What follows belongs to an exercise in optimizing a design on an open flow for small area; a production flow would make more cautious choices.
Only simulation tests tie the RTL to the original design; equivalence was not proved.
Power figures rest on the tool's default switching activity, not on a simulated workload.

==> flow/design.v <==
`timescale 1ns / 1ps
module sorting_system(
    input wire clk,              
    input wire rst_n,            
    input wire btn_manual_1,     
    input wire btn_manual_2,     
    input wire sensor_out,
    output wire s0, s1,
    output wire s2, s3,
    output wire led_r, led_g, led_b,
    input wire ir_sensor,        
    output wire servo_pwm_1,     
    output wire servo_pwm_2,     
    output wire led_ir_status    
);
    wire [1:0] detected_color;  
    tcs3200_core_v3 #(
        .SAMPLE_TIME(2500)
    ) color_sensor_inst (
        .clk(clk), .rst_n(rst_n),
        .sensor_out(sensor_out),
        .s0(s0), .s1(s1), .s2(s2), .s3(s3),
        .color_id(detected_color),
        .led_r(led_r), .led_g(led_g), .led_b(led_b)
    );
    reg ir_s1, ir_s2;
    wire ir_edge;
    always @(posedge clk) begin
        if (rst_n) begin
            ir_s1 <= 1'b1;
            ir_s2 <= 1'b1;
        end else begin
            ir_s1 <= ir_sensor;
            ir_s2 <= ir_s1;
        end
    end
    assign ir_edge = (ir_s2 == 1'b1 && ir_s1 == 1'b0);
    assign led_ir_status = ~ir_s2;  
    reg trig_1, trig_2;
    always @(posedge clk) begin
        if (rst_n) begin
            trig_1 <= 0;
            trig_2 <= 0;
        end else begin
            trig_1 <= 0;
            trig_2 <= 0;
            if (ir_edge) begin
                if (detected_color == 2'd1) trig_1 <= 1;
                else if (detected_color == 2'd2) trig_2 <= 1;
            end
        end
    end
    servo_core #(
        .START_DELAY(26250),
        .HOLD_TIME(30000)
    ) servo_1_inst (
        .clk(clk), .rst_n(rst_n),
        .activate(trig_1 | btn_manual_1),
        .pwm_out(servo_pwm_1)
    );
    servo_core #(
        .START_DELAY(50000),
        .HOLD_TIME(30000)
    ) servo_2_inst (
        .clk(clk), .rst_n(rst_n),
        .activate(trig_2 | btn_manual_2),
        .pwm_out(servo_pwm_2)
    );
endmodule
module tcs3200_core_v3(
    input clk, rst_n, sensor_out,
    output wire s0, s1,
    output reg s2, s3,
    output reg [1:0] color_id,
    output reg led_r, led_g, led_b
);
    assign s0 = 1; assign s1 = 1;  
    parameter SAMPLE_TIME = 12500000;  
    localparam RED=0, BLUE=1, GREEN=2;
    reg [1:0] state;
    reg [31:0] timer, counter;
    reg [31:0] r_val, g_val, b_val;
    reg s_in_d, s_in_d2;
    wire s_edge = s_in_d & ~s_in_d2;
    always @(posedge clk) begin
        if (rst_n) begin s_in_d <= 1'b0; s_in_d2 <= 1'b0; end
        else begin s_in_d <= sensor_out; s_in_d2 <= s_in_d; end
    end
    always @(posedge clk) begin
        if (rst_n) begin
            state <= RED; timer <= 0; counter <= 0; s2 <= 0; s3 <= 0;
            r_val <= 0; g_val <= 0; b_val <= 0;
            color_id <= 0; led_r<=0; led_g<=0; led_b<=0;
        end else begin
            if (timer < SAMPLE_TIME) begin
                timer <= timer + 1;
                if (s_edge) counter <= counter + 1;
            end else begin
                timer <= 0; counter <= 0;
                case(state)
                    RED: begin r_val <= counter; state <= BLUE; s2<=0; s3<=1; end
                    BLUE: begin b_val <= counter; state <= GREEN; s2<=1; s3<=1; end
                    GREEN: begin
                        g_val <= counter; state <= RED; s2<=0; s3<=0;
                        if ((r_val + g_val + b_val) > 1000) begin
                            if(r_val > g_val && r_val > b_val) begin
                                color_id <= 1; led_r<=1; led_g<=0; led_b<=0;
                            end else if(g_val > r_val && g_val > b_val) begin
                                color_id <= 2; led_r<=0; led_g<=1; led_b<=0;
                            end else if(b_val > r_val && b_val > g_val) begin
                                color_id <= 3; led_r<=0; led_g<=0; led_b<=1;
                            end
                        end else begin
                             led_r<=0; led_g<=0; led_b<=0;
                        end
                    end
                    default: begin state <= RED; s2<=0; s3<=0; end
                endcase
            end
        end
    end
endmodule
module servo_core #(
    parameter START_DELAY = 0,       
    parameter HOLD_TIME = 125000000  
)(
    input clk, rst_n, activate,
    output reg pwm_out
);
    parameter PWM_TOP = 2500;        
    parameter MIN_PULSE = 62;        
    parameter TARGET_PULSE = 146;    
    parameter STEP = 1;              
    reg [31:0] cnt;
    reg [31:0] duty;
    localparam IDLE=0, WAIT_DELAY=1, MOVE=2, HOLD=3, RETURN=4;
    reg [2:0] state;
    reg [31:0] general_timer;  
    always @(posedge clk) begin
        if (rst_n) begin
            state <= IDLE; duty <= MIN_PULSE; general_timer <= 0;
            cnt <= 0; pwm_out <= 0;
        end else begin
            if (cnt < PWM_TOP) cnt <= cnt + 1; else cnt <= 0;
            pwm_out <= (cnt < duty) ? 1 : 0;
            case(state)
                IDLE: begin
                    duty <= MIN_PULSE;
                    general_timer <= 0;
                    if (activate) begin
                        if (START_DELAY > 0) state <= WAIT_DELAY;
                        else state <= MOVE;
                    end
                end
                WAIT_DELAY: begin
                    if (general_timer < START_DELAY) begin
                        general_timer <= general_timer + 1;
                    end else begin
                        general_timer <= 0;
                        state <= MOVE;
                    end
                end
                MOVE: begin
                    if (duty < TARGET_PULSE) duty <= duty + STEP;
                    else begin
                        duty <= TARGET_PULSE;
                        general_timer <= 0;
                        state <= HOLD;
                    end
                end
                HOLD: begin
                    if (general_timer < HOLD_TIME) general_timer <= general_timer + 1;
                    else state <= RETURN;
                end
                RETURN: begin
                    if (duty > MIN_PULSE) duty <= duty - STEP;
                    else state <= IDLE;
                end
                default: state <= IDLE;
            endcase
        end
    end
endmodule
==> flow/run.sh <==
#!/bin/bash
# synth_recipe.tcl (not shown) runs the flow's synth.tcl, then flattens the netlist and writes it again
# the make line also repeats each setting of config.mk as NAME=value (left out here)
make -C /OpenROAD-flow-scripts/flow DESIGN_CONFIG=/design/flow/config.mk WORK_HOME=/design/flow/orfs CLKGATE_MAP_FILE= SYNTH_SCRIPT=/design/flow/synth_recipe.tcl finish
==> flow/config.mk <==
export PLATFORM = sky130hd
export DESIGN_NAME = sorting_system
export DESIGN_NICKNAME = sorting_system
export VERILOG_FILES = /design/flow/design.v
export SDC_FILE = /design/flow/constraint.sdc
export NUM_CORES = 4
export LEC_CHECK = 0
export CAP_MARGIN = 20
export CORE_MARGIN = 2
export CORE_UTILIZATION = 40
export SLEW_MARGIN = 20
==> flow/constraint.sdc <==
create_clock -name core_clock -period 8.0 [get_ports {clk}]
set_input_delay 1.6000 -clock core_clock [delete_from_list [all_inputs] [get_ports {clk}]]
set_output_delay 1.6000 -clock core_clock [all_outputs]
set_load 0.01 [all_outputs]
==> run notes <==
worst max-delay path by stage:
stage / startpoint / endpoint / slack, ps / cells past startpoint
floorplan: color_sensor_inst.g_val[1] / color_sensor_inst.color_id[0] / 4390 / 13
global placement: color_sensor_inst.g_val[1] / color_sensor_inst.color_id[0] / 4000 / 13
detailed placement: color_sensor_inst.g_val[1] / color_sensor_inst.color_id[0] / 3930 / 13
CTS: color_sensor_inst.g_val[1] / color_sensor_inst.color_id[0] / 3910 / 13
global route: color_sensor_inst.g_val[1] / color_sensor_inst.color_id[0] / 3700 / 13
finish: color_sensor_inst.g_val[1] / color_sensor_inst.color_id[0] / 3900 / 13
through the flow:
step / hold slack (ps) / worst slack, ps / cells / utilization [%] / cell area (sq um)
6_report: 443 / 3900 / 3347 / 45.0 / 23700
5_1_grt: 452 / 3700 / 3347 / 45.0 / 23700
4_1_cts: 439 / 3910 / 3347 / 45.0 / 23700
3_5_place_dp: 421 / 3930 / 3270 / 42.1 / 22100
3_3_place_gp: 406 / 4000 / 3270 / 42.1 / 22100
2_1_floorplan: 401 / 4390 / 2670 / - / 21500
registers in the layout (all words and copies together), names as in the netlist, 2 cells and up:
name,cells
color_sensor_inst.g_val,32
color_sensor_inst.state,2
servo_1_inst.state,3
servo_1_inst.duty,32
color_sensor_inst.counter,32
servo_1_inst.cnt,32
color_sensor_inst.r_val,32
color_sensor_inst.color_id,2
color_sensor_inst.timer,32
servo_2_inst.cnt,32
servo_2_inst.general_timer,32
servo_2_inst.duty,32
color_sensor_inst.b_val,32
servo_2_inst.state,3
servo_1_inst.general_timer,32
power by group:
group / leakage (nW) / switching (W) / total, W / internal [W]
logic: 5.57 / 0.000249 / 0.000369 / 0.000120
clock network: 0.758 / 0.000803 / 0.00211 / 0.00130
registers: 3.04 / 0.0000576 / 0.00196 / 0.00190
total: 9.36 / 0.00111 / 0.00444 / 0.00333
layer usage:
layer,GRT usage [%],routed length [um]
met1,25.2,24900
met2,31.7,24200
met3,2.55,1910
met4,5.95,1290
met5,0,0
worst reg2reg max path, stage by stage (launching register included):
cell	delay, ps
dfxtp_1	410
fa_1	450
ha_1	240
fa_1	440
a211oi_2	320
o211ai_1	150
a41oi_1	400
a21oi_1	190
o21a_1	200
or3_2	420
a211oi_2	250
nand4_2	190
a31oi_1	220
a311oi_1	70
cell families after synthesis:
family	Yosys count
compound gates	615
fa+ha+maj	232
mux	4
simple gates	1009
buf+inv	263
other cells	2
flops	374
xor+xnor	111
layout make-up:
type / count / area (sq um)
fill: 5232 / 28900
tap: 688 / 861
multi-input combinational: 2033 / 13000
clock inverter: 19 / 263
inverter: 152 / 571
timing repair buffer: 23 / 206
clock buffer: 58 / 1260
sequential: 374 / 7490
cells in the final DEF, fill, tap and decap left out, types with 7 or more instances in the layout:
| master | Yosys | final |
|---|---|---|
| dfxtp_1 | 374 | 374 |
| nand2_1 | 356 | 355 |
| a21oi_1 | 286 | 284 |
| nor2_1 | 265 | 264 |
| ha_1 | 200 | 200 |
| inv_1 | 151 | 151 |
| o21ai_0 | 103 | 103 |
| xor2_1 | 70 | 70 |
| nand4_1 | 65 | 65 |
| conb_1 | 2 | 62 |
| nand3_1 | 58 | 58 |
| nor3_1 | 55 | 54 |
| and3_1 | 45 | 45 |
| clkbuf_16 | 0 | 45 |
| a21o_1 | 43 | 43 |
| xnor2_1 | 41 | 41 |
| nor4_1 | 39 | 39 |
| fa_1 | 32 | 32 |
| a31oi_1 | 23 | 23 |
| nand2b_1 | 19 | 19 |
| o211ai_1 | 18 | 18 |
| o21a_1 | 16 | 16 |
| nor2b_1 | 16 | 16 |
| or3_1 | 16 | 15 |
| a311oi_1 | 12 | 12 |
| clkdlybuf4s50_1 | 0 | 12 |
| and2_1 | 12 | 11 |
| a211oi_1 | 11 | 11 |
| o21ai_1 | 11 | 10 |
| and4_1 | 10 | 10 |
| buf_4 | 2 | 10 |
| o31ai_1 | 9 | 9 |
| clkbuf_8 | 0 | 9 |
| a211o_1 | 8 | 8 |
| clkinv_2 | 0 | 8 |
| or2_2 | 7 | 7 |
| a41oi_1 | 7 | 7 |
==> flow_summary.yaml <==
die:
  start_util_pct: 40.5
  core-area_sq_um: 52600
  die_w_um: 235
  io_pins: 16
  die_area_sq_um: 55000
  num_rows: 84
  die_h_um: 235
timing:
  clock.fmax_mhz: 244
  fin_crit_ps: 4100
  rsz0062_at_grt: "no"
  skew_ps: 20.5
  fin_tns_setup_ps: 0
  period_share_pct: 51.2
  maxSlewViolCount: 0
  slew_headroom_pct: 27.1
  tightest_slew_ps: 1090
  hold_violations: 0
  setup-violations-final: 0
logic_synthesis:
  synth_cell_types: 93
  synthXorXnorAreaFrac_pct: 4.57
  synth_fa_ha_area_share_pct: 14.8
  synth_enable_flop_cells: 0
  synth_area_per_cell_sq_um: 8.15
  ys_warn_count: 4
  synthTopCellsByArea: "dfxtp_1, ha_1, a21oi_1"
  synthCells: 2610
  syn-cell-area_sq_um: 21300
  yosysTopAreaCell: "dfxtp_1"
  synth_ff_type: "dfxtp_1"
  synthTopCellsByCount: "dfxtp_1, nand2_1, a21oi_1"
  async_flop_share_pct: 0
  synth_simple_gate_area_share_pct: 22.7
  synthMuxAreaShare_pct: 0.188
  synth_top_family_by_area: "simple AND/OR/NAND/NOR gates"
  ys_seq_elements: 374
  ys_seq_area_share_pct: 35.2
  yosysTopAreaCellShare_pct: 35.2
  yosysMostFrequentCell: "dfxtp_1"
  synth_compound_area_share_pct: 17.7
status:
  outcome: "no timing/DRC/antenna violations"
finish:
  area_delta_synth_final_pct: 11.2
  drive_above_1_share_pct: 5.00
  nets: 2865
  n_antenna_cell: 0
routing:
  via_per_inst: 5.38
  drt_iter0_markers: 997
  vias: 17998
  drc: 0
  wl_per_cell_um: 15.6
  postRouteAntennaNets: 0
  totalWireLength_mm: 52.3
  drt_pass1_iterations: 5
critical_path:
  critPathMaxStageDelay_ps: 450
  end_kind: "flip-flop"
  r2r.worst_path.cells: 13
  arrival_ps: 4510
  critical_path_required_ps: 8410
  path_delay_family: "compound AO/OA/AOI/OAI gates"
  r2r_end: "color_sensor_inst.color_id[0]"
  startpoint_type: "flip-flop"
  r2r_start: "color_sensor_inst.g_val[1]"
  r2r_slack_ps: 3900
  path_max_fanout: 5
  path_class: "reg -> reg"
  slowest_stage: "fa_1"
  critPathBufInv: 0
  crit_chain: "fa_1 > ha_1 > fa_1 > a211oi_2 > o211ai_1 > a41oi_1 > a21oi_1 > o21a_1 > or3_2 > a211oi_2 > nand4_2 > a31oi_1 > a311oi_1"
min_path:
  hold_path_class: "reg -> reg"
  holdPathStages: 1
  min-delay-start: "ir_s1"
  holdPathEnd: "ir_s2"
placed_design:
  post-dp-hpwl_mm: 37.8
  portBuffers: 13
  globalplace.congestion: 0.913
clocking:
  hold_buffers: 0
  postCtsSetupRepairBufs: 0
  cts-buffers-inserted: 43
  cts_tree: "yes"
  path_clk_slew_ps: 60
  clock_path_buffers: 3
  clk_latency_ps: 570
  cts_resized: 0
  h-tree-depth: 2
  cts_root_buffer: "clkbuf_16"
  cts.sinks: 374
grt:
  grt_use_total_pct: 18.9
  grt_overflow: 0
  grt_first_pass_wirelength_mm: 88.5
  grt_max_degree: 73
  antenna_found_initial: 0
  grt_pass1_vias: 17745
pwr:
  ir_drop_uv: 164
  p_per_area_nw_per_um2: 188
  power.leakage_nw: 9.36
  p_total_w: 0.00444
run:
  max_cap_viol_count: 0

[re-timing with driven ports]
The flow's constraints put no driver on any port. The routed layout listed below was extracted and timed again, unchanged, in two steps.
Step 1: set_driving_cell puts a clkbuf_16 on clk and a buf_2 on each other input, an assumption about the parent block.
Step 2 moves the port delays by t, midway between the first and last clock arrival at a register: inputs arrive t later, outputs are due t later. That takes back most of the time a late clock gives input paths.
Three values: no drivers, after step 1, after step 2; two values: the first two.
t, ns: 0.617
setup WS [ns]: 3.902 / 3.902 / 3.902
worst data-port slew with drivers (ns): 0.04
After both steps setup and hold are still met in this run. For this run, drivers alone change the setup slack by 0.000 ns; drivers and shift together by 0.000 ns.
